From an optimization exercise on the open Yosys and OpenROAD flow, aimed at a short achievable clock period and few clock cycles; shortcuts taken in it are not production practice.
The RTL was checked by simulation tests, not by an equivalence proof against the original design.
Power is estimated from default activity; no workload was simulated.

==> v29 <==
// cpu
module cpu (
    input  [31:0] pc_rtvec,
    output [13:0] itcm_ram_addr,
    input  [31:0] itcm_ram_dout,
    output        dtcm_ram_we,
    output [13:0] dtcm_ram_addr,
    output [31:0] dtcm_ram_din,
    output [3:0]  dtcm_ram_wem,
    input  [31:0] dtcm_ram_dout,
    input         clk,
    input         rst_n
);
Settings: LEC_CHECK=0, ABC_CLOCK_PERIOD_IN_PS=4000, CAP_MARGIN=20, CORE_MARGIN=2, CORE_UTILIZATION=40, SETUP_SLACK_MARGIN=5.0, SLEW_MARGIN=20, SYNTH_HIERARCHICAL=1; clock period 14.0 ns.
standard.sh (not shown) runs the stock make flow with config.mk's settings and CLKGATE_MAP_FILE= SYNTH_SCRIPT=/design/flow/synth_recipe.tcl, a recipe that flattens the netlist after the stock synthesis.
==> flow/flow/run.sh <==
#!/bin/bash
set -euo pipefail
bash standard.sh SETUP_SLACK_MARGIN=10.5 finish > standard_flow.log 2>&1
==> inputs of v37, as changes to v29 <==
--- a/flow/design.v
+++ b/flow/design.v
@@ -11,12 +11,14 @@
     input         rst_n
 );
 reg         boot;                
 reg  [31:0] fpc;                 
 reg         fv;                  
 reg  [13:0] fa;                  
+reg         xf_q;
+reg  [31:0] xf_pc;
 reg         f2v;
 reg  [31:0] f2pc;
 reg         f2pt;                
 reg  [31:2] f2tgt;               
 reg         q0v, q1v, q2v;
 reg  [31:0] q0i, q1i, q2i;
@@ -31,12 +33,15 @@
 reg         e_wen;
 reg         e_ld, e_st, e_br, e_jal, e_jalr, e_pre_sel, e_imm_sel;
 reg         e_sub, e_sra;
 reg         e_add;               
 reg  [2:0]  e_f3;
 reg  [31:0] e_a, e_b, e_imm, e_pre;
+reg  [31:0] e_o2, e_o2s;             
+reg         e_o2m;                   
+reg         e_sadd;                  
 reg         e_am, e_bm;          
 reg  [31:0] e_tgt, e_link;
 reg         e_pt;
 reg  [31:2] e_ptgt;
 reg  [15:0] e_addr;
 reg  [3:0]  e_wem;
@@ -75,16 +80,18 @@
 reg  [31:6] bt_tag [0:15];
 reg  [31:2] bt_tgt [0:15];
 reg  [1:0]  bt_ctr [0:15];
 reg         bt_jmp [0:15];
 wire [3:0]  fidx  = fpc[5:2];
 wire        bhit  = bt_v[fidx] && (bt_tag[fidx] == fpc[31:6]);
-wire        btk   = bhit && (bt_jmp[fidx] || bt_ctr[fidx][1]);
+wire        btk   = bhit && (bt_jmp[fidx] || bt_ctr[fidx][1]) && !xf_q;
 wire [31:2] fseq;
 ks_inc30 u_fseq (.a(fpc[31:2]), .s(fseq));
 wire [31:2] fpred = btk ? bt_tgt[fidx] : fseq;
+wire [31:2] xf_seq;
+ks_inc30 u_xfseq (.a(xf_pc[31:2]), .s(xf_seq));
 assign itcm_ram_addr = fa;
 wire [31:0] ld_w  = dtcm_ram_dout;
 wire [15:0] ld_h  = m_off[1] ? ld_w[31:16] : ld_w[15:0];
 wire [7:0]  ld_b  = m_off[0] ? ld_h[15:8] : ld_h[7:0];
 reg  [31:0] ld_val;
 always @(*) begin
@@ -157,13 +164,14 @@
 wire        d_fixj = d_jal & ~q0pt;          
 wire        d_sfb  = d_br & ~q0pt & (ir[31:25] == 7'd0) & (ir[11:7] == 5'b01000);
 wire [5:0]  d_bsel = {6{d_br}} & {f3 == 3'b111, f3 == 3'b110, f3 == 3'b101,
                                   f3 == 3'b100, f3 == 3'b001, f3 == 3'b000};
 wire [31:0] x_a  = e_am ? m_res : e_a;
 wire [31:0] x_b  = e_bm ? m_res : e_b;
-wire [31:0] x_o2 = e_imm_sel ? e_imm : x_b;
+wire [31:0] x_o2  = e_o2m ? m_res : e_o2;
+wire [31:0] x_o2s = e_o2m ? (m_res ^ {32{e_sub}}) : e_o2s;
 wire [15:0] d_imm   = d_st ? imm_s[15:0] : imm_i[15:0];
 wire [15:0] d_addr0;
 ks_add16 u_dadd0 (.a(d_ab), .b(d_imm), .s(d_addr0));
 wire [15:0] f_a     = x_a[15:0];
 wire [15:0] f_b     = x_o2[15:0];
 wire [15:0] f_s     = f_a ^ f_b ^ d_imm;
@@ -178,44 +186,42 @@
         2'b00:   d_wem = 4'b0001 << d_addr[1:0];
         2'b01:   d_wem = d_addr[1] ? 4'b1100 : 4'b0011;
         default: d_wem = 4'b1111;
     endcase
 end
 wire [31:0] x_sum;
-ks_add32 u_xsum (.a(x_a), .b(e_sub ? ~x_o2 : x_o2), .ci(e_sub), .s(x_sum));
+ks_add32 u_xsum (.a(x_a), .b(x_o2s), .ci(e_sub), .s(x_sum));
 wire [2:0]  x_c;                          
 cmp32m u_xc (.a(x_a), .b(x_o2), .c(x_c));
 wire        x_ltu = x_c[1];
 wire        x_lt  = x_c[0];
-wire [2:0]  x_bc;                         
-cmp32m u_xbc (.a(x_a), .b(x_b), .c(x_bc));
-wire        b_eq  = x_bc[2];
-wire        b_ltu = x_bc[1];
-wire        b_lt  = x_bc[0];
 wire [4:0]  x_sh  = x_o2[4:0];
 wire [31:0] x_sll = x_a << x_sh;
 wire [31:0] x_srl = x_a >> x_sh;
 wire [31:0] x_sra = x_srl | ~({32{x_a[31]}} >> x_sh) & {32{x_a[31]}};
 reg  [31:0] x_alu;
 always @(*) begin
     case (e_f3)
-        3'b000: x_alu = x_sum;
+        3'b000: x_alu = x_sum;    
         3'b001: x_alu = x_sll;
         3'b010: x_alu = {31'd0, x_lt};
         3'b011: x_alu = {31'd0, x_ltu};
         3'b100: x_alu = x_a ^ x_o2;
         3'b101: x_alu = e_sra ? x_sra : x_srl;
         3'b110: x_alu = x_a | x_o2;
         default: x_alu = x_a & x_o2;
     endcase
 end
-wire [31:0] x_res = e_pre_sel ? e_pre : x_alu;
-wire x_tk = (e_s[0] & b_eq) | (e_s[1] & ~b_eq) | (e_s[2] & b_lt) |
-            (e_s[3] & ~b_lt) | (e_s[4] & b_ltu) | (e_s[5] & ~b_ltu);
-wire x_flush = (e_f[0] & b_eq) | (e_f[1] & ~b_eq) | (e_f[2] & b_lt) |
-               (e_f[3] & ~b_lt) | (e_f[4] & b_ltu) | (e_f[5] & ~b_ltu) | e_f[6];
+wire [31:0] x_oth = e_pre_sel ? e_pre : x_alu;
+wire [31:0] x_res;
+alusum u_xres (.a(x_a), .b(x_o2s), .ci(e_sub), .sadd(e_sadd), .oth(x_oth), .y(x_res));
+wire x_tk, x_flush, x_flush_f, x_tk_f;
+brunit u_br_ctl (.ea(e_a), .eb(e_b), .mres(m_res), .am(e_am), .bm(e_bm),
+                 .s(e_s), .f(e_f), .tk(x_tk), .fl(x_flush));
+brunit u_br_fa  (.ea(e_a), .eb(e_b), .mres(m_res), .am(e_am), .bm(e_bm),
+                 .s(e_s), .f(e_f), .tk(x_tk_f), .fl(x_flush_f));
 wire [31:0] x_sd = (e_f3[1:0] == 2'b00) ? {4{x_b[7:0]}} :
                    (e_f3[1:0] == 2'b01) ? {2{x_b[15:0]}} : x_b;
 assign dtcm_ram_we   = dc_we;
 assign dtcm_ram_addr = dc_addr;
 assign dtcm_ram_wem  = dc_wem;
 assign dtcm_ram_din  = dc_din;
@@ -268,34 +274,36 @@
             end
         end
     end
 end
 reg [31:0] fpc_upd;
 always @(*) begin
-    if (m_jflush)
+    if (xf_q)
+        fpc_upd = {xf_seq, 2'b00};
+    else if (m_jflush)
         fpc_upd = {m_jtgt, 2'b00};
     else if (boot)
         fpc_upd = pc_rtvec;
     else if (r_fix)
         fpc_upd = r_fixpc;
     else
         fpc_upd = {fpred, 2'b00};
 end
-wire fpc_en  = m_jflush | boot | r_fix | fv;
+wire fpc_en  = xf_q | m_jflush | boot | r_fix | fv;
 wire fv_nxt0 = boot | m_jflush | r_fix | (consume ? ok1 : ok0);
 always @(posedge clk) begin
-    if (x_flush)
-        fpc <= e_fixpc;
-    else if (fpc_en)
+    xf_q  <= x_flush_f;
+    xf_pc <= e_fixpc;
+    if (fpc_en)
         fpc <= fpc_upd;
-    if (x_flush)
+    if (x_flush_f)
         fa <= e_fixpc[15:2];
     else
         fa <= (fpc_en | ~fv_nxt0) ? fpc_upd[15:2] : fpc[15:2];
     r_fixpc <= d_tgt;
-    f2pc  <= fpc;
+    f2pc  <= xf_q ? xf_pc : fpc;
     f2pt  <= btk;
     f2tgt <= bt_tgt[fidx];
     if (d_ld_en) begin
         if (q1v) begin q0i <= q1i; q0pc <= q1pc; q0pt <= q1pt; q0tgt <= q1tgt; end
         else     begin q0i <= itcm_ram_dout; q0pc <= f2pc; q0pt <= f2pt; q0tgt <= f2tgt; end
         q0s1 <= s1_nxt;
@@ -310,13 +318,13 @@
             q0s2 <= s2_nxt;
         end
         if (!q1v) begin q1i <= itcm_ram_dout; q1pc <= f2pc; q1pt <= f2pt; q1tgt <= f2tgt; end
         if (!q2v) begin q2i <= itcm_ram_dout; q2pc <= f2pc; q2pt <= f2pt; q2tgt <= f2tgt; end
     end
 end
-wire kill_now = k_pend | (e_v & e_sfb & x_tk);
+wire kill_now = k_pend | (e_v & e_sfb & x_tk_f);
 always @(posedge clk or negedge rst_n) begin
     if (!rst_n) begin
         e_v    <= 1'b0;
         e_kill <= 1'b0;
         e_sfb  <= 1'b0;
         k_pend <= 1'b0;
@@ -343,12 +351,16 @@
         e_add     <= ((d_op & ~ir[30]) | d_opi) & (f3 == 3'b000);
         e_sra     <= ir[30];
         e_f3      <= f3;
         e_a       <= d_a;
         e_b       <= d_b;
         e_imm     <= imm_i;
+        e_o2      <= ~(d_op | d_br) ? imm_i : d_b;
+        e_o2s     <= ~(d_op | d_br) ? imm_i : ((d_op & ir[30] & (f3 == 3'b000)) ? ~d_b : d_b);
+        e_o2m     <= e_hit2 & (d_op | d_br);
+        e_sadd    <= ~(d_lui | d_auipc | d_jal | d_jalr) & (f3 == 3'b000);
         e_pre     <= d_lui ? imm_u : d_auipc ? d_tgt : d_link;
         e_am      <= e_hit1;
         e_bm      <= e_hit2;
         e_tgt     <= d_tgt;
         e_link    <= d_link;
         e_pt      <= q0pt | d_fixj;
@@ -737,6 +749,22 @@
         ls  = (x[31] & ~y[31]) | (e31 & l[30]);
         cmp32 = {e31 & e[30], lu, ls};
     end
 endfunction
 assign c = cmp32(a, b);
 endmodule
+module brunit (input [31:0] ea, input [31:0] eb, input [31:0] mres, input am, input bm,
+               input [5:0] s, input [6:0] f, output tk, output fl);
+wire [31:0] a = am ? mres : ea;
+wire [31:0] b = bm ? mres : eb;
+wire [2:0]  c;
+cmp32m u_c (.a(a), .b(b), .c(c));
+wire eq = c[2], ltu = c[1], lt = c[0];
+assign tk = (s[0] & eq) | (s[1] & ~eq) | (s[2] & lt) | (s[3] & ~lt) | (s[4] & ltu) | (s[5] & ~ltu);
+assign fl = (f[0] & eq) | (f[1] & ~eq) | (f[2] & lt) | (f[3] & ~lt) | (f[4] & ltu) | (f[5] & ~ltu) | f[6];
+endmodule
+module alusum (input [31:0] a, input [31:0] b, input ci, input sadd, input [31:0] oth,
+               output [31:0] y);
+wire [31:0] sum;
+ks_add32 u_a (.a(a), .b(b), .ci(ci), .s(sum));
+assign y = sadd ? sum : oth;
+endmodule
==> flow/flow/run.sh (replaced) <==
#!/bin/bash
set -euo pipefail
bash standard.sh SETUP_SLACK_MARGIN=11.5 finish > standard_flow.log 2>&1
==> inputs of v17, as changes to v29 <==
--- a/flow/design.v
+++ b/flow/design.v
@@ -11,12 +11,14 @@
     input         rst_n
 );
 reg         boot;                
 reg  [31:0] fpc;                 
 reg         fv;                  
 reg  [13:0] fa;                  
+reg         xf_q;
+reg  [31:0] xf_pc;
 reg         f2v;
 reg  [31:0] f2pc;
 reg         f2pt;                
 reg  [31:2] f2tgt;               
 reg         q0v, q1v, q2v;
 reg  [31:0] q0i, q1i, q2i;
@@ -75,16 +77,18 @@
 reg  [31:6] bt_tag [0:15];
 reg  [31:2] bt_tgt [0:15];
 reg  [1:0]  bt_ctr [0:15];
 reg         bt_jmp [0:15];
 wire [3:0]  fidx  = fpc[5:2];
 wire        bhit  = bt_v[fidx] && (bt_tag[fidx] == fpc[31:6]);
-wire        btk   = bhit && (bt_jmp[fidx] || bt_ctr[fidx][1]);
+wire        btk   = bhit && (bt_jmp[fidx] || bt_ctr[fidx][1]) && !xf_q;
 wire [31:2] fseq;
 ks_inc30 u_fseq (.a(fpc[31:2]), .s(fseq));
 wire [31:2] fpred = btk ? bt_tgt[fidx] : fseq;
+wire [31:2] xf_seq;
+ks_inc30 u_xfseq (.a(xf_pc[31:2]), .s(xf_seq));
 assign itcm_ram_addr = fa;
 wire [31:0] ld_w  = dtcm_ram_dout;
 wire [15:0] ld_h  = m_off[1] ? ld_w[31:16] : ld_w[15:0];
 wire [7:0]  ld_b  = m_off[0] ? ld_h[15:8] : ld_h[7:0];
 reg  [31:0] ld_val;
 always @(*) begin
@@ -268,34 +272,36 @@
             end
         end
     end
 end
 reg [31:0] fpc_upd;
 always @(*) begin
-    if (m_jflush)
+    if (xf_q)
+        fpc_upd = {xf_seq, 2'b00};
+    else if (m_jflush)
         fpc_upd = {m_jtgt, 2'b00};
     else if (boot)
         fpc_upd = pc_rtvec;
     else if (r_fix)
         fpc_upd = r_fixpc;
     else
         fpc_upd = {fpred, 2'b00};
 end
-wire fpc_en  = m_jflush | boot | r_fix | fv;
+wire fpc_en  = xf_q | m_jflush | boot | r_fix | fv;
 wire fv_nxt0 = boot | m_jflush | r_fix | (consume ? ok1 : ok0);
 always @(posedge clk) begin
-    if (x_flush)
-        fpc <= e_fixpc;
-    else if (fpc_en)
+    xf_q  <= x_flush;
+    xf_pc <= e_fixpc;
+    if (fpc_en)
         fpc <= fpc_upd;
     if (x_flush)
         fa <= e_fixpc[15:2];
     else
         fa <= (fpc_en | ~fv_nxt0) ? fpc_upd[15:2] : fpc[15:2];
     r_fixpc <= d_tgt;
-    f2pc  <= fpc;
+    f2pc  <= xf_q ? xf_pc : fpc;
     f2pt  <= btk;
     f2tgt <= bt_tgt[fidx];
     if (d_ld_en) begin
         if (q1v) begin q0i <= q1i; q0pc <= q1pc; q0pt <= q1pt; q0tgt <= q1tgt; end
         else     begin q0i <= itcm_ram_dout; q0pc <= f2pc; q0pt <= f2pt; q0tgt <= f2tgt; end
         q0s1 <= s1_nxt;
==> flow/flow/run.sh (replaced) <==
#!/bin/bash
set -euo pipefail
bash standard.sh SETUP_SLACK_MARGIN=11.5 finish > standard_flow.log 2>&1
==> notes <==
- v29 passed the timing, DRC and antenna checks. v17 finished with timing, DRC and antenna clean. v37 went through all stages and came out clean.
- In v37 the via count is larger than in v29, by about 10%.
- Sequential share of layout area, lowest first: v37, v17, v29.
- Final cell count, highest first: v37, v17, v29.
- Register-to-register slack: v37 is better than v17 (0.04 ns).
- The highest die area belongs to v37, the lowest to v29.
- Global-route usage, highest first: v17, v37, v29.
- Worst setup slack, highest first: v37, v29, v17.
- Power, highest first: v37, v17, v29.
Testbench counts of v29, summed over its fixed seeds: cycles 716,221.
Testbench counts of v37, summed over its fixed seeds: cycles 716,398.
Testbench counts of v17, summed over its fixed seeds: cycles 716,398.

[afterwards: timing with drivers on the ports]
No port has a modelled driver above. Below, the same layouts with a new extraction and two added sets of constraints. Step 1 sets driving cells, clkbuf_16 on the clock port and buf_2 on the other inputs (assumed; they add their load-dependent delay and slew). Step 2 also shifts input and output timing later by t, the mid clock arrival at the registers, as if the neighbouring blocks saw the same clock. a / b / c = no drivers / after step 1 / after step 2; a / b = the first two.
| run | t, ns | setup slack, ns | worst setup path at the end | slew at the worst register clock pin (ns) |
|---|---|---|---|---|
| v29 | 1.037 | 9.676 / 9.567 / 9.177 | input to register | 0.07 / 0.07 |
| v37 | 1.043 | 9.682 / 9.576 / 8.812 | input to register | 0.08 / 0.08 |
| v17 | 1.063 | 9.674 / 9.553 / 9.032 | input to register | 0.07 / 0.07 |
After both steps every run listed still meets setup and hold. The setup slack of v37, which loses most, moves by -0.106 ns with the drivers and by -0.870 ns with both steps.
